What follows belongs to an exercise in optimizing a design on an open flow for small area; a production flow would make more cautious choices.
In this exercise RTL edits were held to simulation tests only and were not proved equivalent to the original.

==> job 8787: inputs <==
==> flow/design.v (excerpt) <==
module cordic #(
    parameter INPUT_DATA_WIDTH = 16,
    parameter ITERATIONS = 16
)(
    input wire i_clk,
    input wire i_resetn,
    input wire signed [INPUT_DATA_WIDTH - 1:0] i_xIn,
    input wire signed [INPUT_DATA_WIDTH - 1:0] i_yIn,
    input wire signed [31:0] i_angle,
    output reg signed [INPUT_DATA_WIDTH:0] o_xOut,
    output reg signed [INPUT_DATA_WIDTH:0] o_yOut
);
wire [1:0] q = i_angle[31:30];
wire signed [16:0] xs = i_xIn, ys = i_yIn;
wire signed [16:0] w_xpre = (q == 2'b01) ? -ys : (q == 2'b10) ? ys : xs;
wire signed [16:0] w_ypre = (q == 2'b01) ? xs : (q == 2'b10) ? -xs : ys;
wire w_nz29 = |i_angle[28:0];
wire w_d0 = ~q[1] & (i_angle[29] | w_nz29);
wire [1:0] w_t = {q[1], i_angle[29]};
wire [1:0] w_t1 = w_d0 ? w_t - 2'd1 : w_t + 2'd1;
wire w_d1 = (w_t1 == 2'b01) | ((w_t1 == 2'b00) & w_nz29);
reg signed [16:0] r_x0, r_y0;
reg [30:0] r_a1;
reg r_d0, r_d1;
always @(posedge i_clk or negedge i_resetn)
    if (~i_resetn) begin r_x0 <= 17'sd0; r_y0 <= 17'sd0; end
    else begin r_x0 <= w_xpre; r_y0 <= w_ypre; end
always @(posedge i_clk) begin
    r_a1 <= {w_t1, i_angle[28:0]};
    r_d0 <= w_d0;
    r_d1 <= w_d1;
end
wire [16:0] ax0_s;
wire ax0_c1; assign ax0_s[0] = r_x0[0] ^ (r_y0[0] ^ r_d0) ^ r_d0; assign ax0_c1 = (r_x0[0] & (r_y0[0] ^ r_d0)) | (r_x0[0] & r_d0) | ((r_y0[0] ^ r_d0) & r_d0);
wire ax0_c2; assign ax0_s[1] = r_x0[1] ^ (r_y0[1] ^ r_d0) ^ ax0_c1; assign ax0_c2 = (r_x0[1] & (r_y0[1] ^ r_d0)) | (r_x0[1] & ax0_c1) | ((r_y0[1] ^ r_d0) & ax0_c1);
wire ax0_c3; assign ax0_s[2] = r_x0[2] ^ (r_y0[2] ^ r_d0) ^ ax0_c2; assign ax0_c3 = (r_x0[2] & (r_y0[2] ^ r_d0)) | (r_x0[2] & ax0_c2) | ((r_y0[2] ^ r_d0) & ax0_c2);
wire ax0_c4; assign ax0_s[3] = r_x0[3] ^ (r_y0[3] ^ r_d0) ^ ax0_c3; assign ax0_c4 = (r_x0[3] & (r_y0[3] ^ r_d0)) | (r_x0[3] & ax0_c3) | ((r_y0[3] ^ r_d0) & ax0_c3);
  ...
==> flow/config.mk <==
export PLATFORM = sky130hd
export DESIGN_NAME = cordic
export DESIGN_NICKNAME = cordic
export VERILOG_FILES = /design/flow/design.v
export SDC_FILE = /design/flow/constraint.sdc
export NUM_CORES = 4
export LEC_CHECK = 0
export ABC_CLOCK_PERIOD_IN_PS = 6500
export CAP_MARGIN = 20
export CORE_MARGIN = 2
export CORE_UTILIZATION = 60
export CTS_CLUSTER_DIAMETER = 90
export CTS_CLUSTER_SIZE = 28
export SLEW_MARGIN = 20
==> flow/constraint.sdc <==
create_clock -name core_clock -period 5.5 [get_ports {i_clk}]
set_input_delay 1.1000 -clock core_clock [delete_from_list [all_inputs] [get_ports {i_clk}]]
set_output_delay 1.1000 -clock core_clock [all_outputs]
set_load 0.01 [all_outputs]
standard.sh (not shown) runs the stock make flow with config.mk's settings and CLKGATE_MAP_FILE= SYNTH_SCRIPT=/design/flow/synth_recipe.tcl, a recipe that flattens the netlist after the stock synthesis.
==> flow/flow/run.sh <==
#!/bin/bash
# The standard layout (standard.sh: standard synthesis and the ORFS flow), with one change:
# the buffers that placement puts on the input and output ports are the smallest buffer cell,
# sky130_fd_sc_hd__buf_1, instead of the flow's default choice. The make output (every tool's
# output, in order) goes to standard_flow.log here; ORFS keeps each step's own log under orfs/logs.
set -euo pipefail
export BUFFER_PORTS_ARGS="-buffer_cell sky130_fd_sc_hd__buf_1"
bash standard.sh > standard_flow.log 2>&1
==> job 9363: changes against job 8787 <==
- ABC_CLOCK_PERIOD_IN_PS: 6500 -> default
- CORE_UTILIZATION: 60 -> 50
- CTS_CLUSTER_DIAMETER: 90 -> 95
- CTS_CLUSTER_SIZE: 28 -> 32
==> summary of the runs <==
Clock-buffer cell count is the same in job 9363 and job 8787. In job 9363 the cell area is larger than in job 8787, by 0.77%. Between job 8787 and job 9363, the lower routed wire length is in job 9363 (gap about 5%, measured against job 9363). In maximum frequency, job 9363 and job 8787 hardly differ. In synthesized cell count, job 8787 and job 9363 do not differ. Between job 8787 and job 9363, the lower final cell count is in job 8787 (gap about 4%, measured against job 9363). Sequential cell count is the same in job 9363 and job 8787.
==> figures <==
|  | job 8787 | job 9363 |
|---|---|---|
| Result of the run | timing/DRC/antenna clean | timing/DRC/antenna clean |
| Data-path buffer share of cell area in the final layout | 0.0251 | 0.0248 |
| Routed length on met1 | 31.9 mm | 30.8 mm |
| Arrival @ worst endpoint | 5.89 ns | 5.86 ns |
| Clock Network Area Fraction | 0.0273 | 0.0274 |
| Area of the multi-input gates | 21300 um2 | 21400 um2 |
| Total length of routed met2 wires | 39.3 mm | 36.4 mm |
| Post-cts gate resize count | 10 | 8 |
| Worst R2R Start | r_xn11[11]$_DFF_P_ | r_xn9[9]$_DFF_P_ |
| Clk pin slew, worst setup/hold paths | 0.10 ns | 0.11 ns |
| Overall global routing resource usage | 0.228 | 0.181 |
| Average wire length per cell after detail routing | 16.8 um | 15.4 um |
| Worst Tran Pin Value | 1.00 ns | 0.866 ns |
| Post-place instance area | 41100 um2 | 41300 um2 |
| Minimum clock period | 5.37 ns | 5.36 ns |
| Total number of tap cells | 855 | 1040 |
| Number of standard-cell rows in the floorplan | 93 | 102 |
| Worst setup path startpoint | r_xn11[11]$_DFF_P_ | r_xn9[9]$_DFF_P_ |

[static timing again, ports no longer ideal]
How much do the figures lean on ideal ports? The routed layouts below were timed once more, with nothing changed but the port constraints.
Step 1 sets driving cells, clkbuf_16 on the clock port and buf_2 on the other inputs (assumed; they add their load-dependent delay and slew).
Step 2 times the ports against the registers' clock, not the clock port: input delays grow and output delays shrink by t, the midpoint of the rising clock arrivals with the driver on.
Slacks: ideal / step 1 / step 2; pairs: ideal / step 1.
| run | shift t [ns] | setup slack, ns | worst hold slack (ns) | cell pins on the clock port's net |
|---|---|---|---|---|
| job 8787 | 0.657 | 0.131 / 0.131 / 0.131 | 0.331 / 0.331 / 0.331 | 1 |
| job 9363 | 0.657 | 0.141 / 0.141 / 0.141 | 0.330 / 0.330 / 0.330 | 1 |
After both steps every run listed still meets setup and hold.
